Background: an optimization exercise with open tools, aiming at a short achievable clock period. Do not read the settings as production practice.
Only simulation tests tie the RTL to the original design; equivalence was not proved.
In every run shown here, the design's own scripts or RTL, not TritonCTS, make the clock network.
The clock port is modelled as an ideal driver, which makes a skipped or thinned clock tree look cheaper than it is; a real chip needs a root buffer or a tree.
Power is estimated from default activity; no workload was simulated.

===== flow/design.v =====
module pe (
    input clk,
    input rst,
    input ok,
    input [7:0] a,
    input [7:0] b,
    output reg [15:0] result
);
    reg [48:0] s1;
    reg [28:0] s2;
    wire pp0_0 = a[0] & b[0];
    wire pp0_1 = a[0] & b[1];
    wire pp0_2 = a[0] & b[2];
    wire pp0_3 = a[0] & b[3];
    wire pp0_4 = a[0] & b[4];
    wire pp0_5 = a[0] & b[5];
    wire pp0_6 = a[0] & b[6];
    wire pp0_7 = a[0] & b[7];
    wire pp1_0 = a[1] & b[0];
    wire pp1_1 = a[1] & b[1];
    wire pp1_2 = a[1] & b[2];
    wire pp1_3 = a[1] & b[3];
    wire pp1_4 = a[1] & b[4];
    wire pp1_5 = a[1] & b[5];
    wire pp1_6 = a[1] & b[6];
    wire pp1_7 = a[1] & b[7];
    wire pp2_0 = a[2] & b[0];
    wire pp2_1 = a[2] & b[1];
    wire pp2_2 = a[2] & b[2];
    wire pp2_3 = a[2] & b[3];
    wire pp2_4 = a[2] & b[4];
    wire pp2_5 = a[2] & b[5];
    wire pp2_6 = a[2] & b[6];
    wire pp2_7 = a[2] & b[7];
    wire pp3_0 = a[3] & b[0];
    wire pp3_1 = a[3] & b[1];
    wire pp3_2 = a[3] & b[2];
    wire pp3_3 = a[3] & b[3];
    wire pp3_4 = a[3] & b[4];
    wire pp3_5 = a[3] & b[5];
    wire pp3_6 = a[3] & b[6];
    wire pp3_7 = a[3] & b[7];
    wire pp4_0 = a[4] & b[0];
    wire pp4_1 = a[4] & b[1];
    wire pp4_2 = a[4] & b[2];
    wire pp4_3 = a[4] & b[3];
    wire pp4_4 = a[4] & b[4];
    wire pp4_5 = a[4] & b[5];
    wire pp4_6 = a[4] & b[6];
    wire pp4_7 = a[4] & b[7];
    wire pp5_0 = a[5] & b[0];
    wire pp5_1 = a[5] & b[1];
    wire pp5_2 = a[5] & b[2];
    wire pp5_3 = a[5] & b[3];
    wire pp5_4 = a[5] & b[4];
    wire pp5_5 = a[5] & b[5];
    wire pp5_6 = a[5] & b[6];
    wire pp5_7 = a[5] & b[7];
    wire pp6_0 = a[6] & b[0];
    wire pp6_1 = a[6] & b[1];
    wire pp6_2 = a[6] & b[2];
    wire pp6_3 = a[6] & b[3];
    wire pp6_4 = a[6] & b[4];
    wire pp6_5 = a[6] & b[5];
    wire pp6_6 = a[6] & b[6];
    wire pp6_7 = a[6] & b[7];
    wire pp7_0 = a[7] & b[0];
    wire pp7_1 = a[7] & b[1];
    wire pp7_2 = a[7] & b[2];
    wire pp7_3 = a[7] & b[3];
    wire pp7_4 = a[7] & b[4];
    wire pp7_5 = a[7] & b[5];
    wire pp7_6 = a[7] & b[6];
    wire pp7_7 = a[7] & b[7];
    wire xs1;
    wire xc2;
    assign xs1 = pp0_6 ^ pp1_5;
    assign xc2 = pp0_6 & pp1_5;
    wire xs3;
    wire xc4;
    assign xs3 = pp0_7 ^ pp1_6 ^ pp2_5;
    assign xc4 = (pp0_7 & pp1_6) | (pp2_5 & (pp0_7 ^ pp1_6));
    wire xs5;
    wire xc6;
    assign xs5 = pp3_4 ^ pp4_3;
    assign xc6 = pp3_4 & pp4_3;
    wire xs7;
    wire xc8;
    assign xs7 = pp1_7 ^ pp2_6 ^ pp3_5;
    assign xc8 = (pp1_7 & pp2_6) | (pp3_5 & (pp1_7 ^ pp2_6));
    wire xs9;
    wire xc10;
    assign xs9 = pp4_4 ^ pp5_3;
    assign xc10 = pp4_4 & pp5_3;
    wire xs11;
    wire xc12;
    assign xs11 = pp2_7 ^ pp3_6 ^ pp4_5;
    assign xc12 = (pp2_7 & pp3_6) | (pp4_5 & (pp2_7 ^ pp3_6));
    wire xs13;
    wire xc14;
    assign xs13 = pp0_4 ^ pp1_3;
    assign xc14 = pp0_4 & pp1_3;
    wire xs15;
    wire xc16;
    assign xs15 = pp0_5 ^ pp1_4 ^ pp2_3;
    assign xc16 = (pp0_5 & pp1_4) | (pp2_3 & (pp0_5 ^ pp1_4));
    wire xs17;
    wire xc18;
    assign xs17 = pp3_2 ^ pp4_1;
    assign xc18 = pp3_2 & pp4_1;
    wire xs19;
    wire xc20;
    assign xs19 = pp2_4 ^ pp3_3 ^ pp4_2;
    assign xc20 = (pp2_4 & pp3_3) | (pp4_2 & (pp2_4 ^ pp3_3));
    wire xs21;
    wire xc22;
    assign xs21 = pp5_1 ^ pp6_0 ^ xs1;
    assign xc22 = (pp5_1 & pp6_0) | (xs1 & (pp5_1 ^ pp6_0));
    wire xs23;
    wire xc24;
    assign xs23 = pp5_2 ^ pp6_1 ^ pp7_0;
    assign xc24 = (pp5_2 & pp6_1) | (pp7_0 & (pp5_2 ^ pp6_1));
    wire xs25;
    wire xc26;
    assign xs25 = xs3 ^ xs5 ^ xc2;
    assign xc26 = (xs3 & xs5) | (xc2 & (xs3 ^ xs5));
    wire xs27;
    wire xc28;
    assign xs27 = pp6_2 ^ pp7_1 ^ xs7;
    assign xc28 = (pp6_2 & pp7_1) | (xs7 & (pp6_2 ^ pp7_1));
    wire xs29;
    wire xc30;
    assign xs29 = xs9 ^ xc4 ^ xc6;
    assign xc30 = (xs9 & xc4) | (xc6 & (xs9 ^ xc4));
    wire xs31;
    wire xc32;
    assign xs31 = pp5_4 ^ pp6_3 ^ pp7_2;
    assign xc32 = (pp5_4 & pp6_3) | (pp7_2 & (pp5_4 ^ pp6_3));
    wire xs33;
    wire xc34;
    assign xs33 = xs11 ^ xc8 ^ xc10;
    assign xc34 = (xs11 & xc8) | (xc10 & (xs11 ^ xc8));
    wire xs35;
    wire xc36;
    assign xs35 = pp3_7 ^ pp4_6 ^ pp5_5;
    assign xc36 = (pp3_7 & pp4_6) | (pp5_5 & (pp3_7 ^ pp4_6));
    wire xs37;
    wire xc38;
    assign xs37 = pp6_4 ^ pp7_3 ^ xc12;
    assign xc38 = (pp6_4 & pp7_3) | (xc12 & (pp6_4 ^ pp7_3));
    wire xs39;
    wire xc40;
    assign xs39 = pp4_7 ^ pp5_6 ^ pp6_5;
    assign xc40 = (pp4_7 & pp5_6) | (pp6_5 & (pp4_7 ^ pp5_6));
    wire xs41;
    wire xc42;
    assign xs41 = s1[6] ^ s1[7];
    assign xc42 = s1[6] & s1[7];
    wire xs43;
    wire xc44;
    assign xs43 = s1[10] ^ s1[11] ^ s1[12];
    assign xc44 = (s1[10] & s1[11]) | (s1[12] & (s1[10] ^ s1[11]));
    wire xs45;
    wire xc46;
    assign xs45 = s1[14] ^ s1[15] ^ s1[16];
    assign xc46 = (s1[14] & s1[15]) | (s1[16] & (s1[14] ^ s1[15]));
    wire xs47;
    wire xc48;
    assign xs47 = s1[18] ^ s1[19] ^ s1[20];
    assign xc48 = (s1[18] & s1[19]) | (s1[20] & (s1[18] ^ s1[19]));
    wire xs49;
    wire xc50;
    assign xs49 = s1[22] ^ s1[23] ^ s1[24];
    assign xc50 = (s1[22] & s1[23]) | (s1[24] & (s1[22] ^ s1[23]));
    wire xs51;
    wire xc52;
    assign xs51 = s1[26] ^ s1[27] ^ s1[28];
    assign xc52 = (s1[26] & s1[27]) | (s1[28] & (s1[26] ^ s1[27]));
    wire xs53;
    wire xc54;
    assign xs53 = s1[30] ^ s1[31] ^ s1[32];
    assign xc54 = (s1[30] & s1[31]) | (s1[32] & (s1[30] ^ s1[31]));
    wire xs55;
    wire xc56;
    assign xs55 = s1[34] ^ s1[35] ^ s1[36];
    assign xc56 = (s1[34] & s1[35]) | (s1[36] & (s1[34] ^ s1[35]));
    wire xs57;
    wire xc58;
    assign xs57 = s1[38] ^ s1[39] ^ s1[40];
    assign xc58 = (s1[38] & s1[39]) | (s1[40] & (s1[38] ^ s1[39]));
    wire xs59;
    wire xc60;
    assign xs59 = s1[42] ^ s1[43] ^ s1[44];
    assign xc60 = (s1[42] & s1[43]) | (s1[44] & (s1[42] ^ s1[43]));
    wire xs61;
    wire xc62;
    assign xs61 = s1[3] ^ s1[4];
    assign xc62 = s1[3] & s1[4];
    wire xs63;
    wire xc64;
    assign xs63 = s1[8] ^ s1[9] ^ xs41;
    assign xc64 = (s1[8] & s1[9]) | (xs41 & (s1[8] ^ s1[9]));
    wire xs65;
    wire xc66;
    assign xs65 = s1[13] ^ xs43 ^ xc42;
    assign xc66 = (s1[13] & xs43) | (xc42 & (s1[13] ^ xs43));
    wire xs67;
    wire xc68;
    assign xs67 = s1[17] ^ xs45 ^ xc44;
    assign xc68 = (s1[17] & xs45) | (xc44 & (s1[17] ^ xs45));
    wire xs69;
    wire xc70;
    assign xs69 = s1[21] ^ xs47 ^ xc46;
    assign xc70 = (s1[21] & xs47) | (xc46 & (s1[21] ^ xs47));
    wire xs71;
    wire xc72;
    assign xs71 = s1[25] ^ xs49 ^ xc48;
    assign xc72 = (s1[25] & xs49) | (xc48 & (s1[25] ^ xs49));
    wire xs73;
    wire xc74;
    assign xs73 = s1[29] ^ xs51 ^ xc50;
    assign xc74 = (s1[29] & xs51) | (xc50 & (s1[29] ^ xs51));
    wire xs75;
    wire xc76;
    assign xs75 = s1[33] ^ xs53 ^ xc52;
    assign xc76 = (s1[33] & xs53) | (xc52 & (s1[33] ^ xs53));
    wire xs77;
    wire xc78;
    assign xs77 = s1[37] ^ xs55 ^ xc54;
    assign xc78 = (s1[37] & xs55) | (xc54 & (s1[37] ^ xs55));
    wire xs79;
    wire xc80;
    assign xs79 = s1[41] ^ xs57 ^ xc56;
    assign xc80 = (s1[41] & xs57) | (xc56 & (s1[41] ^ xs57));
    wire xs81;
    wire xc82;
    assign xs81 = s1[45] ^ xs59 ^ xc58;
    assign xc82 = (s1[45] & xs59) | (xc58 & (s1[45] ^ xs59));
    wire xs83;
    wire xc84;
    assign xs83 = s1[46] ^ s1[47] ^ xc60;
    assign xc84 = (s1[46] & s1[47]) | (xc60 & (s1[46] ^ s1[47]));
    wire h85;
    wire g86;
    assign h85 = s1[1] ^ s1[2];
    assign g86 = s1[1] & s1[2];
    wire h87;
    wire g88;
    assign h87 = s1[5] ^ xs61;
    assign g88 = s1[5] & xs61;
    wire h89;
    wire g90;
    assign h89 = xs63 ^ xc62;
    assign g90 = xs63 & xc62;
    wire h91;
    wire g92;
    assign h91 = xs65 ^ xc64;
    assign g92 = xs65 & xc64;
    wire h93;
    wire g94;
    assign h93 = xs67 ^ xc66;
    assign g94 = xs67 & xc66;
    wire h95;
    wire g96;
    assign h95 = xs69 ^ xc68;
    assign g96 = xs69 & xc68;
    wire h97;
    wire g98;
    assign h97 = xs71 ^ xc70;
    assign g98 = xs71 & xc70;
    wire h99;
    wire g100;
    assign h99 = xs73 ^ xc72;
    assign g100 = xs73 & xc72;
    wire h101;
    wire g102;
    assign h101 = xs75 ^ xc74;
    assign g102 = xs75 & xc74;
    wire h103;
    wire g104;
    assign h103 = xs77 ^ xc76;
    assign g104 = xs77 & xc76;
    wire h105;
    wire g106;
    assign h105 = xs79 ^ xc78;
    assign g106 = xs79 & xc78;
    wire h107;
    wire g108;
    assign h107 = xs81 ^ xc80;
    assign g108 = xs81 & xc80;
    wire h109;
    wire g110;
    assign h109 = xs83 ^ xc82;
    assign g110 = xs83 & xc82;
    wire h111;
    wire g112;
    assign h111 = s1[48] ^ xc84;
    assign g112 = s1[48] & xc84;
    wire [48:0] s1_d;
    assign s1_d[0] = pp0_0;
    assign s1_d[1] = pp0_1;
    assign s1_d[2] = pp1_0;
    assign s1_d[3] = pp0_2;
    assign s1_d[4] = pp1_1;
    assign s1_d[5] = pp2_0;
    assign s1_d[6] = pp0_3;
    assign s1_d[7] = pp1_2;
    assign s1_d[8] = pp2_1;
    assign s1_d[9] = pp3_0;
    assign s1_d[10] = pp2_2;
    assign s1_d[11] = pp3_1;
    assign s1_d[12] = pp4_0;
    assign s1_d[13] = xs13;
    assign s1_d[14] = pp5_0;
    assign s1_d[15] = xs15;
    assign s1_d[16] = xs17;
    assign s1_d[17] = xc14;
    assign s1_d[18] = xs19;
    assign s1_d[19] = xs21;
    assign s1_d[20] = xc16;
    assign s1_d[21] = xc18;
    assign s1_d[22] = xs23;
    assign s1_d[23] = xs25;
    assign s1_d[24] = xc20;
    assign s1_d[25] = xc22;
    assign s1_d[26] = xs27;
    assign s1_d[27] = xs29;
    assign s1_d[28] = xc24;
    assign s1_d[29] = xc26;
    assign s1_d[30] = xs31;
    assign s1_d[31] = xs33;
    assign s1_d[32] = xc28;
    assign s1_d[33] = xc30;
    assign s1_d[34] = xs35;
    assign s1_d[35] = xs37;
    assign s1_d[36] = xc32;
    assign s1_d[37] = xc34;
    assign s1_d[38] = pp7_4;
    assign s1_d[39] = xs39;
    assign s1_d[40] = xc36;
    assign s1_d[41] = xc38;
    assign s1_d[42] = pp5_7;
    assign s1_d[43] = pp6_6;
    assign s1_d[44] = pp7_5;
    assign s1_d[45] = xc40;
    assign s1_d[46] = pp6_7;
    assign s1_d[47] = pp7_6;
    assign s1_d[48] = pp7_7;
    wire [28:0] s2_d;
    assign s2_d[0] = s1[0];
    assign s2_d[1] = h85;
    assign s2_d[2] = g86;
    assign s2_d[3] = h87;
    assign s2_d[4] = g88;
    assign s2_d[5] = h89;
    assign s2_d[6] = g90;
    assign s2_d[7] = h91;
    assign s2_d[8] = g92;
    assign s2_d[9] = h93;
    assign s2_d[10] = g94;
    assign s2_d[11] = h95;
    assign s2_d[12] = g96;
    assign s2_d[13] = h97;
    assign s2_d[14] = g98;
    assign s2_d[15] = h99;
    assign s2_d[16] = g100;
    assign s2_d[17] = h101;
    assign s2_d[18] = g102;
    assign s2_d[19] = h103;
    assign s2_d[20] = g104;
    assign s2_d[21] = h105;
    assign s2_d[22] = g106;
    assign s2_d[23] = h107;
    assign s2_d[24] = g108;
    assign s2_d[25] = h109;
    assign s2_d[26] = g110;
    assign s2_d[27] = h111;
    assign s2_d[28] = g112;
    wire lg113;
    wire lt114;
    wire lp115;
    assign lg113 = (racc[0] ^ s2[0]) & 1'b0;
    assign lt114 = (racc[0] ^ s2[0]) | 1'b0;
    assign lp115 = (racc[0] ^ s2[0]) ^ 1'b0;
    wire lg116;
    wire lt117;
    wire lp118;
    assign lg116 = (racc[1] ^ s2[1]) & (racc[0] & s2[0]);
    assign lt117 = (racc[1] ^ s2[1]) | (racc[0] & s2[0]);
    assign lp118 = (racc[1] ^ s2[1]) ^ (racc[0] & s2[0]);
    wire lg119;
    wire lt120;
    wire lp121;
    assign lg119 = (racc[2] ^ s2[3]) & (racc[1] ? (s2[1] | s2[2]) : s2[2]);
    assign lt120 = (racc[2] ^ s2[3]) | (racc[1] ? (s2[1] | s2[2]) : s2[2]);
    assign lp121 = (racc[2] ^ s2[3]) ^ (racc[1] ? (s2[1] | s2[2]) : s2[2]);
    wire lg122;
    wire lt123;
    wire lp124;
    assign lg122 = (racc[3] ^ s2[5]) & (racc[2] ? (s2[3] | s2[4]) : s2[4]);
    assign lt123 = (racc[3] ^ s2[5]) | (racc[2] ? (s2[3] | s2[4]) : s2[4]);
    assign lp124 = (racc[3] ^ s2[5]) ^ (racc[2] ? (s2[3] | s2[4]) : s2[4]);
    wire lg125;
    wire lt126;
    wire lp127;
    assign lg125 = (racc[4] ^ s2[7]) & (racc[3] ? (s2[5] | s2[6]) : s2[6]);
    assign lt126 = (racc[4] ^ s2[7]) | (racc[3] ? (s2[5] | s2[6]) : s2[6]);
    assign lp127 = (racc[4] ^ s2[7]) ^ (racc[3] ? (s2[5] | s2[6]) : s2[6]);
    wire lg128;
    wire lt129;
    wire lp130;
    assign lg128 = (racc[5] ^ s2[9]) & (racc[4] ? (s2[7] | s2[8]) : s2[8]);
    assign lt129 = (racc[5] ^ s2[9]) | (racc[4] ? (s2[7] | s2[8]) : s2[8]);
    assign lp130 = (racc[5] ^ s2[9]) ^ (racc[4] ? (s2[7] | s2[8]) : s2[8]);
    wire lg131;
    wire lt132;
    wire lp133;
    assign lg131 = (racc[6] ^ s2[11]) & (racc[5] ? (s2[9] | s2[10]) : s2[10]);
    assign lt132 = (racc[6] ^ s2[11]) | (racc[5] ? (s2[9] | s2[10]) : s2[10]);
    assign lp133 = (racc[6] ^ s2[11]) ^ (racc[5] ? (s2[9] | s2[10]) : s2[10]);
    wire lg134;
    wire lt135;
    wire lp136;
    assign lg134 = (racc[7] ^ s2[13]) & (racc[6] ? (s2[11] | s2[12]) : s2[12]);
    assign lt135 = (racc[7] ^ s2[13]) | (racc[6] ? (s2[11] | s2[12]) : s2[12]);
    assign lp136 = (racc[7] ^ s2[13]) ^ (racc[6] ? (s2[11] | s2[12]) : s2[12]);
    wire lg137;
    wire lt138;
    wire lp139;
    assign lg137 = (racc[8] ^ s2[15]) & (racc[7] ? (s2[13] | s2[14]) : s2[14]);
    assign lt138 = (racc[8] ^ s2[15]) | (racc[7] ? (s2[13] | s2[14]) : s2[14]);
    assign lp139 = (racc[8] ^ s2[15]) ^ (racc[7] ? (s2[13] | s2[14]) : s2[14]);
    wire lg140;
    wire lt141;
    wire lp142;
    assign lg140 = (racc[9] ^ s2[17]) & (racc[8] ? (s2[15] | s2[16]) : s2[16]);
    assign lt141 = (racc[9] ^ s2[17]) | (racc[8] ? (s2[15] | s2[16]) : s2[16]);
    assign lp142 = (racc[9] ^ s2[17]) ^ (racc[8] ? (s2[15] | s2[16]) : s2[16]);
    wire lg143;
    wire lt144;
    wire lp145;
    assign lg143 = (racc[10] ^ s2[19]) & (racc[9] ? (s2[17] | s2[18]) : s2[18]);
    assign lt144 = (racc[10] ^ s2[19]) | (racc[9] ? (s2[17] | s2[18]) : s2[18]);
    assign lp145 = (racc[10] ^ s2[19]) ^ (racc[9] ? (s2[17] | s2[18]) : s2[18]);
    wire lg146;
    wire lt147;
    wire lp148;
    assign lg146 = (racc[11] ^ s2[21]) & (racc[10] ? (s2[19] | s2[20]) : s2[20]);
    assign lt147 = (racc[11] ^ s2[21]) | (racc[10] ? (s2[19] | s2[20]) : s2[20]);
    assign lp148 = (racc[11] ^ s2[21]) ^ (racc[10] ? (s2[19] | s2[20]) : s2[20]);
    wire lg149;
    wire lt150;
    wire lp151;
    assign lg149 = (racc[12] ^ s2[23]) & (racc[11] ? (s2[21] | s2[22]) : s2[22]);
    assign lt150 = (racc[12] ^ s2[23]) | (racc[11] ? (s2[21] | s2[22]) : s2[22]);
    assign lp151 = (racc[12] ^ s2[23]) ^ (racc[11] ? (s2[21] | s2[22]) : s2[22]);
    wire lg152;
    wire lt153;
    wire lp154;
    assign lg152 = (racc[13] ^ s2[25]) & (racc[12] ? (s2[23] | s2[24]) : s2[24]);
    assign lt153 = (racc[13] ^ s2[25]) | (racc[12] ? (s2[23] | s2[24]) : s2[24]);
    assign lp154 = (racc[13] ^ s2[25]) ^ (racc[12] ? (s2[23] | s2[24]) : s2[24]);
    wire lg155;
    wire lt156;
    wire lp157;
    assign lg155 = (racc[14] ^ s2[27]) & (racc[13] ? (s2[25] | s2[26]) : s2[26]);
    assign lt156 = (racc[14] ^ s2[27]) | (racc[13] ? (s2[25] | s2[26]) : s2[26]);
    assign lp157 = (racc[14] ^ s2[27]) ^ (racc[13] ? (s2[25] | s2[26]) : s2[26]);
    wire lg158;
    wire lt159;
    wire lp160;
    assign lg158 = racc[15] & (racc[14] ? (s2[27] | s2[28]) : s2[28]);
    assign lt159 = racc[15] | (racc[14] ? (s2[27] | s2[28]) : s2[28]);
    assign lp160 = racc[15] ^ (racc[14] ? (s2[27] | s2[28]) : s2[28]);
    wire lH161;
    wire lT162;
    assign lH161 = lg116 | (lt114 & lg113);
    assign lT162 = lt114 & 1'b0;
    wire lH163;
    wire lT164;
    assign lH163 = lg119 | (lt117 & lg116);
    assign lT164 = lt117 & lt114;
    wire lH165;
    wire lT166;
    assign lH165 = lg122 | (lt120 & lg119);
    assign lT166 = lt120 & lt117;
    wire lH167;
    wire lT168;
    assign lH167 = lg125 | (lt123 & lg122);
    assign lT168 = lt123 & lt120;
    wire lH169;
    wire lT170;
    assign lH169 = lg128 | (lt126 & lg125);
    assign lT170 = lt126 & lt123;
    wire lH171;
    wire lT172;
    assign lH171 = lg131 | (lt129 & lg128);
    assign lT172 = lt129 & lt126;
    wire lH173;
    wire lT174;
    assign lH173 = lg134 | (lt132 & lg131);
    assign lT174 = lt132 & lt129;
    wire lH175;
    wire lT176;
    assign lH175 = lg137 | (lt135 & lg134);
    assign lT176 = lt135 & lt132;
    wire lH177;
    wire lT178;
    assign lH177 = lg140 | (lt138 & lg137);
    assign lT178 = lt138 & lt135;
    wire lH179;
    wire lT180;
    assign lH179 = lg143 | (lt141 & lg140);
    assign lT180 = lt141 & lt138;
    wire lH181;
    wire lT182;
    assign lH181 = lg146 | (lt144 & lg143);
    assign lT182 = lt144 & lt141;
    wire lH183;
    wire lT184;
    assign lH183 = lg149 | (lt147 & lg146);
    assign lT184 = lt147 & lt144;
    wire lH185;
    wire lT186;
    assign lH185 = lg152 | (lt150 & lg149);
    assign lT186 = lt150 & lt147;
    wire lH187;
    wire lT188;
    assign lH187 = lg155 | (lt153 & lg152);
    assign lT188 = lt153 & lt150;
    wire lH189;
    wire lT190;
    assign lH189 = lg158 | (lt156 & lg155);
    assign lT190 = lt156 & lt153;
    wire lH191;
    wire lT192;
    assign lH191 = lH163 | (lT164 & lg113);
    assign lT192 = lT164 & 1'b0;
    wire lH193;
    wire lT194;
    assign lH193 = lH165 | (lT166 & lH161);
    assign lT194 = lT166 & lT162;
    wire lH195;
    wire lT196;
    assign lH195 = lH167 | (lT168 & lH163);
    assign lT196 = lT168 & lT164;
    wire lH197;
    wire lT198;
    assign lH197 = lH169 | (lT170 & lH165);
    assign lT198 = lT170 & lT166;
    wire lH199;
    wire lT200;
    assign lH199 = lH171 | (lT172 & lH167);
    assign lT200 = lT172 & lT168;
    wire lH201;
    wire lT202;
    assign lH201 = lH173 | (lT174 & lH169);
    assign lT202 = lT174 & lT170;
    wire lH203;
    wire lT204;
    assign lH203 = lH175 | (lT176 & lH171);
    assign lT204 = lT176 & lT172;
    wire lH205;
    wire lT206;
    assign lH205 = lH177 | (lT178 & lH173);
    assign lT206 = lT178 & lT174;
    wire lH207;
    wire lT208;
    assign lH207 = lH179 | (lT180 & lH175);
    assign lT208 = lT180 & lT176;
    wire lH209;
    wire lT210;
    assign lH209 = lH181 | (lT182 & lH177);
    assign lT210 = lT182 & lT178;
    wire lH211;
    wire lT212;
    assign lH211 = lH183 | (lT184 & lH179);
    assign lT212 = lT184 & lT180;
    wire lH213;
    wire lT214;
    assign lH213 = lH185 | (lT186 & lH181);
    assign lT214 = lT186 & lT182;
    wire lH215;
    wire lT216;
    assign lH215 = lH187 | (lT188 & lH183);
    assign lT216 = lT188 & lT184;
    wire lH217;
    wire lT218;
    assign lH217 = lH189 | (lT190 & lH185);
    assign lT218 = lT190 & lT186;
    wire lH219;
    wire lT220;
    assign lH219 = lH195 | (lT196 & lg113);
    assign lT220 = lT196 & 1'b0;
    wire lH221;
    wire lT222;
    assign lH221 = lH197 | (lT198 & lH161);
    assign lT222 = lT198 & lT162;
    wire lH223;
    wire lT224;
    assign lH223 = lH199 | (lT200 & lH191);
    assign lT224 = lT200 & lT192;
    wire lH225;
    wire lT226;
    assign lH225 = lH201 | (lT202 & lH193);
    assign lT226 = lT202 & lT194;
    wire lH227;
    wire lT228;
    assign lH227 = lH203 | (lT204 & lH195);
    assign lT228 = lT204 & lT196;
    wire lH229;
    wire lT230;
    assign lH229 = lH205 | (lT206 & lH197);
    assign lT230 = lT206 & lT198;
    wire lH231;
    wire lT232;
    assign lH231 = lH207 | (lT208 & lH199);
    assign lT232 = lT208 & lT200;
    wire lH233;
    wire lT234;
    assign lH233 = lH209 | (lT210 & lH201);
    assign lT234 = lT210 & lT202;
    wire lH235;
    wire lT236;
    assign lH235 = lH211 | (lT212 & lH203);
    assign lT236 = lT212 & lT204;
    wire lH237;
    wire lT238;
    assign lH237 = lH213 | (lT214 & lH205);
    assign lT238 = lT214 & lT206;
    wire lH239;
    wire lT240;
    assign lH239 = lH215 | (lT216 & lH207);
    assign lT240 = lT216 & lT208;
    wire lH241;
    wire lT242;
    assign lH241 = lH217 | (lT218 & lH209);
    assign lT242 = lT218 & lT210;
    wire lH243;
    wire lT244;
    assign lH243 = lH227 | (lT228 & lg113);
    assign lT244 = lT228 & 1'b0;
    wire lH245;
    wire lT246;
    assign lH245 = lH229 | (lT230 & lH161);
    assign lT246 = lT230 & lT162;
    wire lH247;
    wire lT248;
    assign lH247 = lH231 | (lT232 & lH191);
    assign lT248 = lT232 & lT192;
    wire lH249;
    wire lT250;
    assign lH249 = lH233 | (lT234 & lH193);
    assign lT250 = lT234 & lT194;
    wire lH251;
    wire lT252;
    assign lH251 = lH235 | (lT236 & lH219);
    assign lT252 = lT236 & lT220;
    wire lH253;
    wire lT254;
    assign lH253 = lH237 | (lT238 & lH221);
    assign lT254 = lT238 & lT222;
    wire lH255;
    wire lT256;
    assign lH255 = lH239 | (lT240 & lH223);
    assign lT256 = lT240 & lT224;
    wire lH257;
    wire lT258;
    assign lH257 = lH241 | (lT242 & lH225);
    assign lT258 = lT242 & lT226;
    wire ls259;
    assign ls259 = lp118 ^ (lt114 & lg113);
    wire ls260;
    assign ls260 = lp121 ^ (lt117 & lH161);
    wire ls261;
    assign ls261 = lp124 ^ (lt120 & lH191);
    wire ls262;
    assign ls262 = lp127 ^ (lt123 & lH193);
    wire ls263;
    assign ls263 = lp130 ^ (lt126 & lH219);
    wire ls264;
    assign ls264 = lp133 ^ (lt129 & lH221);
    wire ls265;
    assign ls265 = lp136 ^ (lt132 & lH223);
    wire ls266;
    assign ls266 = lp139 ^ (lt135 & lH225);
    wire ls267;
    assign ls267 = lp142 ^ (lt138 & lH243);
    wire ls268;
    assign ls268 = lp145 ^ (lt141 & lH245);
    wire ls269;
    assign ls269 = lp148 ^ (lt144 & lH247);
    wire ls270;
    assign ls270 = lp151 ^ (lt147 & lH249);
    wire ls271;
    assign ls271 = lp154 ^ (lt150 & lH251);
    wire ls272;
    assign ls272 = lp157 ^ (lt153 & lH253);
    wire ls273;
    assign ls273 = lp160 ^ (lt156 & lH255);
    wire [15:0] acc_x = {ls273, ls272, ls271, ls270, ls269, ls268, ls267, ls266, ls265, ls264, ls263, ls262, ls261, ls260, ls259, lp115};
    wire [15:0] acc_y = {1'b0, 1'b0, 1'b0, 1'b0, 1'b0, 1'b0, 1'b0, 1'b0, 1'b0, 1'b0, 1'b0, 1'b0, 1'b0, 1'b0, 1'b0, 1'b0};
    reg [15:0] racc_n;
    wire [15:0] racc = ~racc_n;
    always @(posedge clk) s1 <= s1_d;
    always @(posedge clk or posedge rst) begin
        if (rst) begin
            s2 <= 0;
            result <= 0;
            racc_n <= 16'hffff;
        end else begin
            s2 <= ok ? s2_d : 0;
            result <= acc_x;
            racc_n <= ~acc_x;
        end
    end
endmodule
module systolic_array
#(
    parameter DATA_BIT = 8
)
(
    input [DATA_BIT-1:0] input_west0,
    input [DATA_BIT-1:0] input_west4,
    input [DATA_BIT-1:0] input_west8,
    input [DATA_BIT-1:0] input_west12,
    input [DATA_BIT-1:0] input_north0,
    input [DATA_BIT-1:0] input_north1,
    input [DATA_BIT-1:0] input_north2,
    input [DATA_BIT-1:0] input_north3,
    input clk,
    input rst,
    output reg done,
    output [2*DATA_BIT-1:0] result0, result1, result2, result3,
                            result4, result5, result6, result7,
                            result8, result9, result10, result11,
                            result12, result13, result14, result15
);
    reg [3:0] count;
    reg [7:0] wd0_0, wd0_1, wd0_2, wd1_0, wd1_1, wd1_2, wd2_0, wd2_1, wd2_2, wd3_0, wd3_1, wd3_2;
    reg [7:0] nd0_0, nd0_1, nd0_2, nd1_0, nd1_1, nd1_2, nd2_0, nd2_1, nd2_2, nd3_0, nd3_1, nd3_2;
    always @(posedge clk) begin
            wd0_0 <= input_west0;  wd0_1 <= wd0_0; wd0_2 <= wd0_1;
            wd1_0 <= input_west4;  wd1_1 <= wd1_0; wd1_2 <= wd1_1;
            wd2_0 <= input_west8;  wd2_1 <= wd2_0; wd2_2 <= wd2_1;
            wd3_0 <= input_west12; wd3_1 <= wd3_0; wd3_2 <= wd3_1;
            nd0_0 <= input_north0; nd0_1 <= nd0_0; nd0_2 <= nd0_1;
            nd1_0 <= input_north1; nd1_1 <= nd1_0; nd1_2 <= nd1_1;
            nd2_0 <= input_north2; nd2_1 <= nd2_0; nd2_2 <= nd2_1;
            nd3_0 <= input_north3; nd3_1 <= nd3_0; nd3_2 <= nd3_1;
    end
    reg [3:0] vld;
    always @(posedge clk or posedge rst) begin
        if (rst) vld <= 4'b0;
        else vld <= {vld[2:0], 1'b1};
    end
    pe P0 (.clk(clk), .rst(rst), .ok(vld[0]), .a(input_north0), .b(input_west0), .result(result0));
    pe P1 (.clk(clk), .rst(rst), .ok(vld[1]), .a(input_north1), .b(wd0_0), .result(result1));
    pe P2 (.clk(clk), .rst(rst), .ok(vld[2]), .a(input_north2), .b(wd0_1), .result(result2));
    pe P3 (.clk(clk), .rst(rst), .ok(vld[3]), .a(input_north3), .b(wd0_2), .result(result3));
    pe P4 (.clk(clk), .rst(rst), .ok(vld[1]), .a(nd0_0), .b(input_west4), .result(result4));
    pe P5 (.clk(clk), .rst(rst), .ok(vld[1]), .a(nd1_0), .b(wd1_0), .result(result5));
    pe P6 (.clk(clk), .rst(rst), .ok(vld[2]), .a(nd2_0), .b(wd1_1), .result(result6));
    pe P7 (.clk(clk), .rst(rst), .ok(vld[3]), .a(nd3_0), .b(wd1_2), .result(result7));
    pe P8 (.clk(clk), .rst(rst), .ok(vld[2]), .a(nd0_1), .b(input_west8), .result(result8));
    pe P9 (.clk(clk), .rst(rst), .ok(vld[2]), .a(nd1_1), .b(wd2_0), .result(result9));
    pe P10 (.clk(clk), .rst(rst), .ok(vld[2]), .a(nd2_1), .b(wd2_1), .result(result10));
    pe P11 (.clk(clk), .rst(rst), .ok(vld[3]), .a(nd3_1), .b(wd2_2), .result(result11));
    pe P12 (.clk(clk), .rst(rst), .ok(vld[3]), .a(nd0_2), .b(input_west12), .result(result12));
    pe P13 (.clk(clk), .rst(rst), .ok(vld[3]), .a(nd1_2), .b(wd3_0), .result(result13));
    pe P14 (.clk(clk), .rst(rst), .ok(vld[3]), .a(nd2_2), .b(wd3_1), .result(result14));
    pe P15 (.clk(clk), .rst(rst), .ok(vld[3]), .a(nd3_2), .b(wd3_2), .result(result15));
    always @(posedge clk or posedge rst) begin
        if (rst) begin
            done <= 0;
            count <= 0;
        end else begin
            if (count == 9) begin
                done <= 1;
                count <= 0;
            end else begin
                done <= 0;
                count <= count + 1;
            end
        end
    end
endmodule

===== flow/flow/run.sh =====
#!/bin/bash
# The standard ORFS flow (the standard.sh), except that the clock tree is a
# two-level tree built by flow/manual_cts.tcl (sourced as the PRE_CTS_TCL hook).
set -euo pipefail
here=$(pwd)
bash standard.sh synth > synth.log 2>&1
bash standard.sh floorplan > floorplan.log 2>&1
bash standard.sh place > place.log 2>&1
PRE_CTS_TCL=$here/flow/manual_cts.tcl bash standard.sh cts > cts.log 2>&1
grep -q "manual_cts: clock tree built" orfs/logs/sky130hd/systolic_array/base/4_1_cts.log
bash standard.sh finish > finish.log 2>&1

===== flow/flow/manual_cts.tcl =====
# Manual two-level clock tree: the clock port drives NROOT root buffers, each
# root drives the leaf buffers of one region, and each leaf buffer drives a
# cluster of about LEAF_SIZE neighbouring flip-flops.
set leaf_size [expr {[info exists ::env(MCTS_LEAF_SIZE)] ? $::env(MCTS_LEAF_SIZE) : 28}]
set nroot [expr {[info exists ::env(MCTS_NROOT)] ? $::env(MCTS_NROOT) : 4}]
set bufcell [expr {[info exists ::env(MCTS_BUF)] ? $::env(MCTS_BUF) : "sky130_fd_sc_hd__clkbuf_16"}]
set rootcell [expr {[info exists ::env(MCTS_ROOTBUF)] ? $::env(MCTS_ROOTBUF) : "sky130_fd_sc_hd__clkbuf_16"}]

# Port buffers that an earlier step left as delay cells become plain buffers.
if {![info exists ::env(MCTS_FIX_IOBUF)] || $::env(MCTS_FIX_IOBUF)} {
  set nfix 0
  foreach bt [[ord::get_db_block] getBTerms] {
    set n [$bt getNet]
    if {$n eq "NULL"} continue
    foreach it [$n getITerms] {
      set inst [$it getInst]
      set mname [[$inst getMaster] getName]
      if {[string match *clkdlybuf* $mname] || [string match *dlygate* $mname] || [string match *dlymetal* $mname]} {
        replace_cell [$inst getName] sky130_fd_sc_hd__buf_6
        incr nfix
      }
    }
  }
  puts "manual_cts: $nfix port buffers made plain buffers"
}

# Output buffers: move each port's buffer next to the cell that drives it, so the
# buffer (not the flip-flop) drives the long wire to the pin.
if {![info exists ::env(MCTS_MOVE_OUTBUF)] || $::env(MCTS_MOVE_OUTBUF)} {
  set nmoved 0
  set blk [ord::get_db_block]
  foreach bt [$blk getBTerms] {
    if {[$bt getIoType] ne "OUTPUT"} continue
    set onet [$bt getNet]
    if {$onet eq "NULL"} continue
    set drv [$onet getFirstOutput]
    if {$drv eq "NULL"} continue
    set buf [$drv getInst]
    if {![string match *buf* [[$buf getMaster] getName]]} continue
    set ain [$buf findITerm A]
    if {$ain eq "NULL"} continue
    set inet [$ain getNet]
    if {$inet eq "NULL"} continue
    set src [$inet getFirstOutput]
    if {$src eq "NULL"} continue
    lassign [[$src getInst] getLocation] sx sy
    $buf setLocation $sx $sy
    incr nmoved
  }
  puts "manual_cts: moved $nmoved output buffers next to their drivers"
}

set block [ord::get_db_block]
set dbu [$block getDbUnitsPerMicron]
set clk_port_name [get_full_name [lindex [get_property [lindex [all_clocks] 0] sources] 0]]
set clknet [$block findNet $clk_port_name]

# sinks: every instance pin on the clock net, with its location in um
set sinks {}
foreach it [$clknet getITerms] {
  set inst [$it getInst]
  set bb [$inst getBBox]
  set x [expr {([$bb xMin] + [$bb xMax]) / 2.0 / $dbu}]
  set y [expr {([$bb yMin] + [$bb yMax]) / 2.0 / $dbu}]
  lappend sinks [list [$inst getName]/[[$it getMTerm] getName] $x $y]
}
set n [llength $sinks]
puts "manual_cts: $n sinks on $clk_port_name"

# split a list of {name x y} into groups of near-equal size on a grid
proc grid_split {items ngroups} {
  set xs [lsort -real [lmap i $items {lindex $i 1}]]
  set ys [lsort -real [lmap i $items {lindex $i 2}]]
  set w [expr {max(1.0, [lindex $xs end] - [lindex $xs 0])}]
  set h [expr {max(1.0, [lindex $ys end] - [lindex $ys 0])}]
  set nx [expr {max(1, int(round(sqrt($ngroups * $w / $h))))}]
  if {$nx > $ngroups} { set nx $ngroups }
  set byx [lsort -real -index 1 $items]
  set m [llength $byx]
  set groups {}
  set start 0
  for {set i 0} {$i < $nx} {incr i} {
    # column i gets ny groups and a matching share of the items
    set g0 [expr {$i * $ngroups / $nx}]
    set g1 [expr {($i + 1) * $ngroups / $nx}]
    set ny [expr {$g1 - $g0}]
    set end [expr {$g1 * $m / $ngroups}]
    set col [lsort -real -index 2 [lrange $byx $start [expr {$end - 1}]]]
    set start $end
    set mc [llength $col]
    for {set j 0} {$j < $ny} {incr j} {
      set c [expr {$j * $mc / $ny}]
      set d [expr {($j + 1) * $mc / $ny - 1}]
      if {$d >= $c} { lappend groups [lrange $col $c $d] }
    }
  }
  return $groups
}

proc centroid {g} {
  set sx 0; set sy 0
  foreach i $g { set sx [expr {$sx + [lindex $i 1]}]; set sy [expr {$sy + [lindex $i 2]}] }
  return [list [expr {$sx / [llength $g]}] [expr {$sy / [llength $g]}]]
}

set nleaf [expr {int(ceil(double($n) / $leaf_size))}]
set leaves {}
set k 0
foreach g [grid_split $sinks $nleaf] {
  lassign [centroid $g] cx cy
  set pins [lmap i $g {get_pins [lindex $i 0]}]
  set name clkleaf_$k
  insert_buffer -buffer_cell $bufcell -net $clk_port_name -load_pins $pins -location [list $cx $cy] -buffer_name $name -net_name clknet_leaf_$k
  set drv [[[$block findITerm [lindex $g 0 0]] getNet] getFirstOutput]
  lappend leaves [list [[$drv getInst] getName]/A $cx $cy]
  incr k
}
puts "manual_cts: $k leaf buffers"
set k 0
foreach g [grid_split $leaves $nroot] {
  lassign [centroid $g] cx cy
  set pins [lmap i $g {get_pins [lindex $i 0]}]
  insert_buffer -buffer_cell $rootcell -net $clk_port_name -load_pins $pins -location [list $cx $cy] -buffer_name clkroot_$k -net_name clknet_root_$k
  incr k
}
puts "manual_cts: $k root buffers"
foreach net [$block getNets] {
  if {[string match clknet_* [$net getName]] || [$net getName] eq $clk_port_name} { $net setSigType CLOCK }
}
set_propagated_clock [all_clocks]

# The tree is complete: TritonCTS, which cts.tcl calls next, has nothing left to do.
rename clock_tree_synthesis triton_clock_tree_synthesis
proc clock_tree_synthesis {args} { puts "manual_cts: clock tree built by manual_cts.tcl" }

===== flow/standard.sh =====
#!/bin/bash
# synth_recipe.tcl (not shown) runs the flow's synth.tcl, then flattens the netlist and writes it again
# the make line also repeats each setting of config.mk as NAME=value (left out here)
make -C /OpenROAD-flow-scripts/flow DESIGN_CONFIG=/design/flow/config.mk WORK_HOME=/design/flow/orfs CLKGATE_MAP_FILE= SYNTH_SCRIPT=/design/flow/synth_recipe.tcl "${@:-finish}"

===== flow/config.mk =====
export PLATFORM = sky130hd
export DESIGN_NAME = systolic_array
export DESIGN_NICKNAME = systolic_array
export VERILOG_FILES = /design/flow/design.v
export SDC_FILE = /design/flow/constraint.sdc
export NUM_CORES = 4
export LEC_CHECK = 0
export ABC_AREA = 1
export CAP_MARGIN = 20
export CORE_MARGIN = 2
export CORE_UTILIZATION = 72
export PLACE_DENSITY = 0.82
export SETUP_SLACK_MARGIN = 2.95
export SLEW_MARGIN = 20

===== flow/constraint.sdc =====
create_clock -name core_clock -period 5.0 [get_ports {clk}]
set_input_delay 1.0000 -clock core_clock [delete_from_list [all_inputs] [get_ports {clk}]]
set_output_delay 1.0000 -clock core_clock [all_outputs]
set_load 0.01 [all_outputs]

==> impl_metrics.json, run 1 <==
{
  "r2r_setup_slack_ns": 2.90,
  "rsz0062_at_grt": "true",
  "dpl_worst_slack_ns": 1.804,
  "r2r_end": "P8.racc_n[15]",
  "final_common_cell": "inv_1",
  "cp_slowest_cell": "dfrtp_1",
  "cp-startpoint": "P11.result[0]",
  "hp-class": "flip-flop to flip-flop",
  "timing.final.ws_setup_ns": 2.885,
  "swShare": 0.4340,
  "dp_hpwl_um": 162600,
  "crit_required_ns": 4.00,
  "drive_gt1_frac": 0.1712,
  "max_freq_mhz": 472.9,
  "die_area_um2": 144000,
  "placed_area_um2": 106400,
  "die_w_um": 379.5,
  "fillers": 8599,
  "clkPwrFrac": 0.111,
  "synth-seq-cells": 1961,
  "cp_max_fo": 1,
  "synthToLayoutAreaGrowth_pct": 11.82,
  "rows": 137,
  "drt-total-wl_um": 226700,
  "final_cell_mix": "inv_1, nand2_1, dfxtp_1",
  "drc": 0,
  "outcome": "no timing/DRC/antenna violations",
  "synth_edf_count": 0,
  "drtAntennaViolNets": 0,
  "leakage_uw": 0.06812,
  "netSwitchingPower_uw": 28490,
  "maxSlewHeadroom": 0.3344,
  "synth.yosys.seq_area_share": 0.4385,
  "fin_crit_sh": 0.4229,
  "maxSlewViolCount": 0,
  "netlist_instances": 11740,
  "synth_flop_cell": "dfxtp_1",
  "power_density_nw_per_um2": 578.3,
  "grt_usage": 0.3066,
  "start_util": 0.7265,
  "maxCapViolCount": 0,
  "hold_viol": 0,
  "coreArea_um2": 139700,
  "crit_type": "flip-flop to output port",
  "path_clk_slew_ns": 0.11,
  "ir_drop_v": 0.0004753,
  "path_depth": 1,
  "critPathCapture": "result11[0]",
  "layout.cells.non_filler": 13860,
  "crit_family": "flip-flops",
  "num_io_pins": 323,
  "crit_buf_inv": 1,
  "ctsHoldBuffers": 0,
  "comb_power_share": 0.535,
  "vias": 69380,
  "path_cells": "buf_6",
  "routedWlPerCell_um": 16.36,
  "crit_path_start_kind": "flip-flop",
  "antenna_found_initial": 18,
  "crit_arrival_ns": 1.11,
  "final_area_um2": 113500,
  "r2r_start": "P8.racc_n[11]",
  "p_int_uw": 37150,
  "finalSetupViolations": 0,
  "grt_max_degree": 118,
  "dp.cells": 13670,
  "worstMarginPinSlew_ns": 0.9984,
  "postSynthAreaPerCell_um2": 8.644,
  "ys_warn_count": 2,
  "end_kind": "output port",
  "drtIter0Drc": 4220,
  "first_global_vias": 71990,
  "nNetsFinal": 13490,
  "vias_per_cell": 5.006,
  "syn-cell-area_um2": 101500,
  "overflow": 0,
  "async_reset_ff_frac": 0.5023,
  "skew_ns": 0.02204,
  "yosys.cell_types.count": 32,
  "port_buffers": 322,
  "utilization": 0.8124,
  "grt_pass1_wl_um": 354300,
  "place.gp.congestion": 0.9343,
  "seq_power_share": 0.354,
  "rr_worst_depth": 12,
  "dr.pass1.iters": 6,
  "clk_latency_ns": 0.56,
  "die_y_um": 379.5,
  "slowest_delay_ns": 0.43,
  "syn_nets": 13250,
  "min-delay-start": "vld[1]",
  "power_uw": 65640,
  "finalCriticalPeriod_ns": 2.115
}
worst min path at each step:
stage / to / slack, ns / cells after the start
final: vld[2] / 0.40 / 0
after global placement: vld[2] / 0.37 / 0
after global routing: vld[2] / 0.40 / 0
after CTS: vld[2] / 0.39 / 0
after floorplan: nd0_1[0] / 0.33 / 0
after detailed placement: vld[2] / 0.37 / 0
metal layers:
metal | global-route usage | up-vias | part of all wire
li1 | - | 33110 | -
met1 | 0.3846 | 33860 | 0.39
met2 | 0.5422 | 1852 | 0.50
met3 | 0.04289 | 526 | 0.059
met4 | 0.1098 | 26 | 0.043
met5 | 0 | - | 0.00070
metrics by stage:
stage	hold WS [ns]	TNS, ns
2_1_floorplan	0.3290	-8239.15
3_3_place_gp	0.3745	0
3_5_place_dp	0.3727	0
4_1_cts	0.3929	0
5_1_grt	0.3990	0
6_report	0.3956	0
area by class of cell, clock buffers not listed:
class	instances	area, um^2	share of cell area
diodes	2	5.005	0.00004410
well taps	1876	2347	0.02068
repair buffers	473	4903	0.04321
flip-flops and latches	1961	44620	0.3931
inverters	3748	14070	0.1240
multi-input cells	5724	45670	0.4024
synthesized netlist by cell type, types with 48 or more instances:
master / n / share of area
nor2_1: 277 / 0.010
nand3_1: 289 / 0.014
dfstp_2: 256 / 0.066
o21ai_0: 48 / 0.0024
nand2_1: 2819 / 0.10
clkbuf_1: 295 / 0.011
nand2_2: 61 / 0.0038
xor2_1: 128 / 0.011
fa_1: 576 / 0.11
a21oi_1: 210 / 0.010
nor3_1: 49 / 0.0024
inv_1: 3667 / 0.14
ha_1: 864 / 0.11
dfxtp_1: 976 / 0.19
xnor2_1: 208 / 0.018
dfrtp_1: 729 / 0.18
inv_2: 81 / 0.0030
timing repair:
item,4_1_cts,5_1_grt
gates resized for setup,152,977
pin swaps,52,417
setup endpoints to repair,391,657
gates cloned,0,0
buffers inserted,17,98
flip-flops by register name, summed over array words and instances, names as in the netlist, 49 cells and up:
signal / cells
P15.s1: 49
P3.s1: 49
P12.s1: 49
P1.s1: 49
P11.s1: 49
P13.s1: 49
P10.s1: 49
P5.s1: 49
P8.s1: 49
P14.s1: 49
P9.s1: 49
P6.s1: 49
P4.s1: 49
P7.s1: 49
P0.s1: 49
P2.s1: 49
kinds of logic (layout without fill, tap and decap cells):
| family | after synthesis | count (layout) | synth area share |
|---|---|---|---|
| xor gates and xnor gates | 352 | 352 | 0.03156 |
| and+or+nand+nor | 3592 | 3592 | 0.1412 |
| buffers and inverters | 4056 | 4296 | 0.1501 |
| DFF | 1961 | 1961 | 0.4385 |
| other | 1 | 3 | 0.00003695 |
| AOI/OAI and AO/OA | 339 | 339 | 0.01845 |
| adders and majority gates | 1440 | 1440 | 0.2201 |
power by group through the flow:
stage	Clock [uW]	Sequential (uW)	Combinational, uW
2_1_floorplan	0	22700	20700
3_3_place_gp	0	22800	28400
3_5_place_dp	0	22900	29600
4_1_cts	7370	22900	31000
5_1_grt	7910	23600	39200
6_report	7290	23200	35100
==> run 2: changes to the inputs <==
--- a/flow/config.mk
+++ b/flow/config.mk
@@ -10,5 +10,5 @@
 export CORE_MARGIN = 2
-export CORE_UTILIZATION = 72
-export PLACE_DENSITY = 0.82
-export SETUP_SLACK_MARGIN = 2.95
+export CORE_UTILIZATION = 65
+export PLACE_DENSITY = 0.75
+export SETUP_SLACK_MARGIN = 2.8
 export SLEW_MARGIN = 20
==> run 2 against run 1 <==
  * Utilization down 11 points
  * Clock skew up 0.012 ns
  * Synthesized cell count unchanged
  * Area after synthesis unchanged
  * Register-to-register slack worse by 0.04 ns
  * Critical path depth up 12
  * Still clean
  * Die area up 11%
  * Largest power group unchanged
  * First-iteration DRC count down 23%
  * Flip-flop and latch count unchanged
  * Highest routed layer unchanged
  * Largest cell class is now sequential cells
  * Sequential share of layout area up 1.1 points
==> impl_metrics.json, run 2 <==
{
  "outcome": "no timing/DRC/antenna violations",
  "synth_top_area_frac": 0.1925,
  "synth-xor-area-share": 0.03156,
  "final_cell_mix": "inv_1, nand2_1, dfxtp_1",
  "power_density_nw_per_um2": 555.8,
  "maxSlewViolCount": 0,
  "synthToLayoutAreaGrowth_pct": 8.474,
  "num_io_pins": 323,
  "dp.cells": 13840,
  "grtUsageMet3": 0.02916,
  "min-delay-start": "P2.s1[0]",
  "critPathCapture": "P8.racc_n[14]",
  "first_global_vias": 68630,
  "fin_tns_setup_ns": 0,
  "antenna_found_initial": 11,
  "drive_gt1_frac": 0.09853,
  "drt-total-wl_um": 209000,
  "power_uw": 61200,
  "cp_max_fo": 3,
  "ctsHoldBuffers": 0,
  "vias": 66560,
  "crit_path_start_kind": "flip-flop",
  "drtAntennaViolNets": 0,
  "maxCapViolCount": 0,
  "final_area_um2": 110100,
  "crit_type": "flip-flop to flip-flop",
  "cp-startpoint": "P8.racc_n[2]",
  "coreArea_um2": 155700,
  "r2r_setup_slack_ns": 2.86,
  "r2r_start": "P8.racc_n[2]",
  "netlist_instances": 11740,
  "end_kind": "flip-flop",
  "grt_usage": 0.2674,
  "start_util": 0.6520,
  "synth_mux_area_frac": 0,
  "final_common_cell": "inv_1",
  "synth_top_family_by_area": "adder cells",
  "die_w_um": 399.2,
  "synth_edf_count": 0,
  "layout.cells.non_filler": 13940,
  "grt_max_degree": 152,
  "hp-class": "flip-flop to flip-flop",
  "max_freq_mhz": 466.5,
  "synth-simple-area-share": 0.1412,
  "synth_flop_cell": "dfxtp_1",
  "rsz0062_at_grt": "true",
  "synth_common_cells": "inv_1, nand2_1, dfxtp_1",
  "synthAdderAreaFrac": 0.2201,
  "yosys.cell_types.count": 32,
  "syn_nets": 13250,
  "async_reset_ff_frac": 0.5023,
  "maxSlewHeadroom": 0.3654,
  "ys_warn_count": 2,
  "worstMarginPinSlew_ns": 0.9519,
  "dp_hpwl_um": 159300,
  "r2r_end": "P8.racc_n[14]",
  "port_buffers": 322,
  "finalCriticalPeriod_ns": 2.143,
  "dr.pass1.iters": 6,
  "overflow": 0,
  "rr_worst_depth": 13,
  "synth_top_area_cell": "dfxtp_1",
  "rows": 145,
  "finalSetupViolations": 0,
  "synth.yosys.seq_area_share": 0.4385,
  "grt_util_met2": 0.4616,
  "place.gp.congestion": 0.9006,
  "grt_pass1_wl_um": 345000,
  "clk_latency_ns": 0.57,
  "top_usage_layer": "met2",
  "vias_per_cell": 4.776,
  "leakage_uw": 0.06728,
  "crit_arrival_ns": 2.64,
  "crit_required_ns": 5.50,
  "die_y_um": 399.2,
  "syn-cell-area_um2": 101500,
  "skew_ns": 0.03355,
  "yosys-top-cells-area": "dfxtp_1, dfrtp_1, inv_1",
  "fin_crit_sh": 0.4287,
  "die_area_um2": 159300,
  "path_clk_slew_ns": 0.11,
  "routedWlPerCell_um": 15.00,
  "placed_area_um2": 106600,
  "synth-seq-cells": 1961,
  "postSynthAreaPerCell_um2": 8.644,
  "drtIter0Drc": 3241,
  "ir_drop_v": 0.0004624,
  "drc": 0,
  "hold_slack_ns": 0.3998,
  "nNetsFinal": 13380,
  "synth_compound_area_frac": 0.01845,
  "yosysMostFrequentCell": "inv_1",
  "globalRouteMet1Util": 0.3606,
  "hold_viol": 0
}
[run 2: changes by cell type in the layout (fill, tap and decap cells not counted), sizes merged]
cell,before,now
buf,473,366
diode,2,4
[run 2: through the flow]
| step | util | setup WS [ns] |
|---|---|---|
| floorplan | - | -9.359 |
| global placement | 0.6850 | 1.809 |
| detailed placement | 0.6850 | 1.779 |
| CTS | 0.6999 | 2.800 |
| global route | 0.7072 | 2.713 |
| finish | 0.7073 | 2.857 |
[run 2: worst max-delay path, cell delays in order (launching register included)]
cell and delay (ns):
dfstp_2 0.60, inv_1 0.06, a21oi_1 0.22, inv_1 0.10, ha_1 0.20, nor2_1 0.09
nand2_1 0.08, nand2_2 0.09, nand2_2 0.07, nand2_1 0.10, nand3b_1 0.18, buf_4 0.19
nand3_1 0.06, nand2_1 0.05
[run 2: area by class of cell, clock buffers not listed]
| type | count | area (um^2) |
|---|---|---|
| Fill cell | 12040 | 45570 |
| Multi-Input combinational cell | 5724 | 42960 |
| Timing Repair Buffer | 366 | 4081 |
| Tap cell | 2058 | 2575 |
| Sequential cell | 1961 | 44520 |
| Antenna cell | 4 | 10.01 |
| Inverter | 3748 | 14070 |
[run 2: repair_timing]
action                                  in CTS  in global routing
endpoints found under the setup margin       8                196
pin swaps                                    0                 40
setup buffers                                0                 15
endpoints found under the hold margin        0                  0
resized for setup                            8                239
[run 2: how the worst min path moves through the flow]
stage	depth (start not counted)	slack (ns)	to
6_report	2	0.40	P2.s2[0]
5_1_grt	2	0.43	P2.s2[0]
4_1_cts	2	0.40	P2.s2[0]
3_5_place_dp	2	0.40	P7.s2[0]
3_3_place_gp	2	0.40	P7.s2[0]
2_1_floorplan	0	0.33	nd0_1[0]
[run 2: power breakdown]
part           total, uW  switching [uW]  internal, uW
clock network       7240            4570          2670
registers          22900            2460         20400
logic              31100           18900         12100
[run 2: cell families after synthesis]
logic type,after synthesis
other,1
xor gates and xnor gates,352
DFF,1961
and+or+nand+nor,3592
adders and majority gates,1440
buffers and inverters,4056
AOI/OAI and AO/OA,339
[run 2: per-layer routing]
layer  part of all wire  up-vias
met3              0.047      280
met5            0.00028        -
met2               0.49     1227
met1               0.44    32150
met4              0.032       10
li1                   -    32890
==> run 3: changes to the inputs <==
--- a/flow/config.mk
+++ b/flow/config.mk
@@ -12,3 +12,3 @@
 export PLACE_DENSITY = 0.75
-export SETUP_SLACK_MARGIN = 2.8
+export SETUP_SLACK_MARGIN = 2.95
 export SLEW_MARGIN = 20
==> run 3 against run 2 <==
  * Global-route usage is 0.099 points higher
  * Final cell count is 0.59% higher
  * Sequential share of layout area is 1.1 points lower
  * Largest power group unchanged
  * Register-to-register slack better by 0.07 ns
  * Flip-flop and latch count stayed put
  * Via count is 1.3% higher
  * Routed wire length is 2.9% higher
  * Hold slack better by 0.0080 ns
==> impl_metrics.json, run 3 <==
{
  "postSynthAreaPerCell_um2": 8.644,
  "multi_input_area_um2": 45340,
  "ir_drop_v": 0.0004549,
  "synth_mux_area_frac": 0,
  "globalRouteMet1Util": 0.3544,
  "finalSetupViolations": 0,
  "yosysMostFrequentCell": "inv_1",
  "overflow": 0,
  "end_kind": "output port",
  "drive_gt1_frac": 0.1562,
  "r2r_end": "P1.result[15]",
  "routedWlPerCell_um": 15.34,
  "p_int_uw": 36800,
  "finalCriticalPeriod_ns": 2.097,
  "maxSlewHeadroom": 0.3120,
  "comb_power_share": 0.527,
  "top_usage_layer": "met2",
  "seq_power_share": 0.360,
  "netSwitchingPower_uw": 27430,
  "first_global_vias": 69410,
  "synth-seq-cells": 1961,
  "fillers": 11470,
  "dp_hpwl_um": 159900,
  "dr.pass1.iters": 6,
  "skew_ns": 0.02394,
  "cp_max_fo": 1,
  "synth_top_area_frac": 0.1925,
  "path_clk_slew_ns": 0.10,
  "drc": 0,
  "max_freq_mhz": 476.8,
  "worstMarginPinSlew_ns": 1.031,
  "syn-cell-area_um2": 101500,
  "die_area_um2": 159300,
  "place.gp.congestion": 0.9230,
  "grt_usage": 0.2684,
  "netlist_instances": 11740,
  "hp-class": "flip-flop to flip-flop",
  "critPathCapture": "result9[4]",
  "drt-total-wl_um": 215000,
  "die_y_um": 399.2,
  "grt_pass1_wl_um": 346600,
  "r2r_setup_slack_ns": 2.93,
  "outcome": "no timing/DRC/antenna violations",
  "grtUsageMet3": 0.03775,
  "synth-simple-area-share": 0.1412,
  "yosys-top-cells-area": "dfxtp_1, dfrtp_1, inv_1",
  "path_depth": 1,
  "num_io_pins": 323,
  "synth_common_cells": "inv_1, nand2_1, dfxtp_1",
  "crit_family": "flip-flops",
  "crit_path_start_kind": "flip-flop",
  "cp-startpoint": "P9.result[4]",
  "nNetsFinal": 13460,
  "start_util": 0.6520,
  "final_cell_mix": "inv_1, nand2_1, dfxtp_1",
  "rr_worst_depth": 11,
  "slowest_delay_ns": 0.39,
  "clkPwrFrac": 0.113,
  "vias": 67410,
  "crit_required_ns": 4.00,
  "port_buffers": 322,
  "rsz0062_at_grt": "true",
  "synth_flop_cell": "dfxtp_1",
  "die_w_um": 399.2,
  "final_common_cell": "inv_1",
  "synth-xor-area-share": 0.03156,
  "yosys.cell_types.count": 32,
  "seqCellArea_um2": 44580,
  "ys_warn_count": 2,
  "crit_arrival_ns": 1.10,
  "hold_viol": 0,
  "power_density_nw_per_um2": 567.4,
  "utilization": 0.7272,
  "maxSlewViolCount": 0,
  "swShare": 0.4270,
  "drtAntennaViolNets": 0,
  "r2r_start": "P1.racc_n[12]",
  "synth_top_area_cell": "dfxtp_1",
  "path_cells": "buf_6",
  "ctsHoldBuffers": 0,
  "synthAdderAreaFrac": 0.2201,
  "rows": 145,
  "crit_type": "flip-flop to output port",
  "vias_per_cell": 4.808,
  "synth_top_family_by_area": "adder cells",
  "grt_util_met2": 0.4641,
  "leakage_uw": 0.06805,
  "async_reset_ff_frac": 0.5023,
  "crit_buf_inv": 1,
  "clk_latency_ns": 0.56,
  "antenna_found_initial": 16,
  "cp_slowest_cell": "dfrtp_1",
  "synth_edf_count": 0,
  "grt_max_degree": 126,
  "synthToLayoutAreaGrowth_pct": 11.53,
  "synth_compound_area_frac": 0.01845,
  "synth.yosys.seq_area_share": 0.4385,
  "syn_nets": 13250,
  "coreArea_um2": 155700,
  "drtIter0Drc": 3353,
  "power_uw": 64220,
  "fin_crit_sh": 0.4195,
  "maxCapViolCount": 0
}
run 3: layout make-up, clock buffers not listed:
type | instances | share of cell area
antenna | 5 | 0.0001105
inverter | 3748 | 0.1243
multi-input combinational | 5724 | 0.4005
sequential | 1961 | 0.3938
tap | 2058 | 0.02275
timing repair buffer | 447 | 0.04185
run 3: worst min-delay path by stage:
stage,depth (start not counted),to,startpoint,slack (ns)
after global routing,2,P5.s2[0],P5.s1[0],0.42
final,2,P14.s2[0],P14.s1[0],0.41
after detailed placement,2,P6.s2[0],P6.s1[0],0.40
after floorplan,0,nd0_1[0],nd0_0[0],0.33
after global placement,2,P7.s2[0],P7.s1[0],0.40
after CTS,2,P5.s2[0],P5.s1[0],0.39
run 3: what timing repair did:
| item | CTS | global route |
|---|---|---|
| setup endpoints to repair | 400 | 719 |
| pin swaps | 37 | 348 |
| setup buffers | 15 | 80 |
| gates resized for setup | 148 | 833 |
run 3: logic make-up after synthesis:
family | count (synthesis)
other | 1
and+or+nand+nor | 3592
AOI/OAI and AO/OA | 339
buffers and inverters | 4056
xor gates and xnor gates | 352
adders and majority gates | 1440
DFF | 1961
run 3: stage by stage:
step,TNS [ns],setup WS [ns],hold slack [ns],instances,cell area [um^2]
CTS,0,2.863,0.3932,13930,109700
global placement,0,1.876,0.4009,13840,106600
detailed placement,0,1.840,0.4025,13840,106600
finish,0,2.903,0.4078,14020,113200
global route,0,2.779,0.4176,14010,113200
floorplan,-8239.15,-9.359,0.3290,11740,102100
run 3: layer usage:
metal,wire length (um),part of all wire
met1,91790,0.43
met5,145,0.00067
met2,104900,0.49
met4,7310,0.034
met3,10890,0.051
run 3: power by group through the flow:
stage          clock network (uW)  registers (uW)  logic (uW)
2_1_floorplan                   0           22700       20700
3_3_place_gp                    0           22900       28300
3_5_place_dp                    0           23000       29200
4_1_cts                      7420           22900       30600
5_1_grt                      7950           23500       38300
6_report                     7250           23100       33800
==> run 4: changes to the inputs <==
==> flow/flow/run.sh (replaced) <==
#!/bin/bash
# The standard ORFS flow (the standard.sh), except that the clock tree is a
# two-level tree built by flow/manual_cts.tcl (sourced as the PRE_CTS_TCL hook),
# followed by a second worst-path setup repair (flow/post_cts.tcl, the POST_CTS_TCL hook).
set -euo pipefail
here=$(pwd)
bash standard.sh synth > synth.log 2>&1
bash standard.sh floorplan > floorplan.log 2>&1
bash standard.sh place > place.log 2>&1
PRE_CTS_TCL=$here/flow/manual_cts.tcl POST_CTS_TCL=$here/flow/post_cts.tcl bash standard.sh cts > cts.log 2>&1
grep -q "manual_cts: clock tree built" orfs/logs/sky130hd/systolic_array/base/4_1_cts.log
bash standard.sh finish > finish.log 2>&1
==> flow/flow/post_cts.tcl (new file) <==
# A second setup repair after the standard one, aimed at the worst path only.
log_cmd estimate_parasitics -placement
log_cmd repair_timing -setup -setup_margin $::env(SETUP_SLACK_MARGIN) -repair_tns 0 -verbose
log_cmd detailed_placement
check_placement -verbose
==> run 4 against run 3 <==
  * Critical path depth stayed put
  * Register-to-register slack hardly changed
  * Total power stayed put
  * Critical path type unchanged
  * Largest power group unchanged
==> impl_metrics.json, run 4 <==
{
  "yosys-top-cells-area": "dfxtp_1, dfrtp_1, inv_1",
  "place.gp.congestion": 0.9230,
  "crit_path_start_kind": "flip-flop",
  "timing.final.ws_setup_ns": 2.903,
  "path_clk_slew_ns": 0.10,
  "synth_top_area_cell": "dfxtp_1",
  "postSynthAreaPerCell_um2": 8.644,
  "die_area_um2": 159300,
  "vias_per_cell": 4.808,
  "drive_gt1_frac": 0.1562,
  "synth_common_cells": "inv_1, nand2_1, dfxtp_1",
  "syn_nets": 13250,
  "antenna_found_initial": 16,
  "vias": 67410,
  "crit_buf_inv": 1,
  "finalCriticalPeriod_ns": 2.097,
  "grt_pass1_wl_um": 346600,
  "fin_crit_sh": 0.4195,
  "hold_viol": 0,
  "slowest_delay_ns": 0.39,
  "crit_arrival_ns": 1.10,
  "coreArea_um2": 155700,
  "synth-simple-area-share": 0.1412,
  "final_cell_mix": "inv_1, nand2_1, dfxtp_1",
  "maxSlewViolCount": 0,
  "port_buffers": 322,
  "crit_family": "flip-flops",
  "rows": 145,
  "drtAntennaViolNets": 0,
  "maxCapViolCount": 0,
  "cp_max_fo": 1,
  "start_util": 0.6520,
  "clk_latency_ns": 0.56,
  "async_reset_ff_frac": 0.5023,
  "skew_ns": 0.02394,
  "yosysMostFrequentCell": "inv_1",
  "max_freq_mhz": 476.8,
  "end_kind": "output port",
  "synth_compound_area_frac": 0.01845,
  "syn-cell-area_um2": 101500,
  "synth_top_family_by_area": "adder cells",
  "dp.cells": 13840,
  "final_common_cell": "inv_1",
  "synth.yosys.seq_area_share": 0.4385,
  "synth_edf_count": 0,
  "placed_area_um2": 106600,
  "rsz0062_at_grt": "true",
  "synthToLayoutAreaGrowth_pct": 11.53,
  "synth-seq-cells": 1961,
  "path_cells": "buf_6",
  "synth_top_area_frac": 0.1925,
  "drc": 0,
  "leakage_uw": 0.06805,
  "dpl_worst_slack_ns": 1.840,
  "ir_drop_v": 0.0004549,
  "netlist_instances": 11740,
  "synthAdderAreaFrac": 0.2201,
  "yosys.cell_types.count": 32,
  "synth_mux_area_frac": 0,
  "synth_flop_cell": "dfxtp_1",
  "hp-class": "flip-flop to flip-flop",
  "die_y_um": 399.2,
  "num_io_pins": 323,
  "grt_max_degree": 126,
  "crit_type": "flip-flop to output port",
  "overflow": 0,
  "whs_path_depth": 2,
  "min-delay-start": "P14.s1[0]",
  "die_w_um": 399.2,
  "finalSetupViolations": 0,
  "outcome": "no timing/DRC/antenna violations",
  "dp_hpwl_um": 159900,
  "grt_usage": 0.2684,
  "fillers": 11470,
  "power_uw": 64220,
  "routedWlPerCell_um": 15.34,
  "r2r_setup_slack_ns": 2.93,
  "cp_slowest_cell": "dfrtp_1",
  "ys_warn_count": 2,
  "drt-total-wl_um": 215000,
  "r2r_end": "P1.result[15]",
  "crit_required_ns": 4.00,
  "final_area_um2": 113200,
  "layout.cells.non_filler": 14020,
  "whs_endpoint": "P14.s2[0]",
  "dr.pass1.iters": 6,
  "synth-xor-area-share": 0.03156,
  "power_density_nw_per_um2": 567.4,
  "drtIter0Drc": 3353,
  "nNetsFinal": 13460,
  "rr_worst_depth": 11,
  "first_global_vias": 69410,
  "maxSlewHeadroom": 0.3120,
  "worstMarginPinSlew_ns": 1.031,
  "r2r_start": "P1.racc_n[12]"
}
-- run 4: cell families after synthesis --
| group | count (synthesis) |
|---|---|
| buf+inv | 4056 |
| simple gates | 3592 |
| flops | 1961 |
| fa+ha+maj | 1440 |
| xor+xnor | 352 |
| compound gates | 339 |
| other cells | 1 |
-- run 4: worst max path at each step --
stage | cells past startpoint | endpoint | from | slack, ns
after detailed placement | 7 | P0.s1[26] | input_west0[5] | 1.84
after global routing | 11 | P1.result[15] | P1.racc_n[12] | 2.78
after floorplan | 1 | P0.result[0] | rst | -9.36
after global placement | 7 | P0.s1[26] | input_west0[5] | 1.88
final | 1 | result9[4] | P9.result[4] | 2.90
-- run 4: per-layer routing --
metal | wire (um) | GRT usage | up-vias | part of all wire
li1 | - | - | 33080 | -
met1 | 91790 | 0.3544 | 32760 | 0.43
met2 | 104900 | 0.4641 | 1210 | 0.49
met3 | 10890 | 0.03775 | 329 | 0.051
met4 | 7310 | 0.07391 | 24 | 0.034
met5 | 145 | 0 | - | 0.00067
-- run 4: worst register-to-register path, cell delays in order (launching register included) --
cell and delay, ns:
dfstp_2 0.55, xnor2_1 0.18, inv_1 0.09, ha_1 0.26, nor3_1 0.31, nor3_1 0.11
o21ai_1 0.09, inv_1 0.06, nand2_2 0.09, nand2_2 0.07, nand2_1 0.05, nand2_1 0.08
-- run 4: area by class of cell, clock buffers not listed --
| cell class | count | area (um^2) | share of cell area |
|---|---|---|---|
| tap | 2058 | 2575 | 0.02275 |
| timing repair buffer | 447 | 4737 | 0.04185 |
| antenna | 5 | 12.51 | 0.0001105 |
| sequential | 1961 | 44580 | 0.3938 |
| inverter | 3748 | 14070 | 0.1243 |
| multi-input combinational | 5724 | 45340 | 0.4005 |
-- run 4: power by group --
part           switching, uW  internal, uW  leakage (uW)
Sequential              2690         20400        0.0202
Combinational          20200         13700        0.0470
Clock                   4580          2670      0.000924
Total                  27400         36800        0.0680
-- run 4: metrics by stage --
step | setup TNS (ns) | hold WS (ns) | util
after floorplan | -8239.15 | 0.3290 | -
after global placement | 0 | 0.4009 | 0.6851
after detailed placement | 0 | 0.4025 | 0.6851
after global routing | 0 | 0.4176 | 0.7271
final | 0 | 0.4078 | 0.7272

Re-timed with assumed drivers on the ports (clkbuf_16 on the clock, buf_2 on other inputs), run 4 has 2.726 ns of setup slack against 2.903 ns with ideal ports, and 2.446 ns once port delays also move by the mid clock arrival of 0.722 ns.
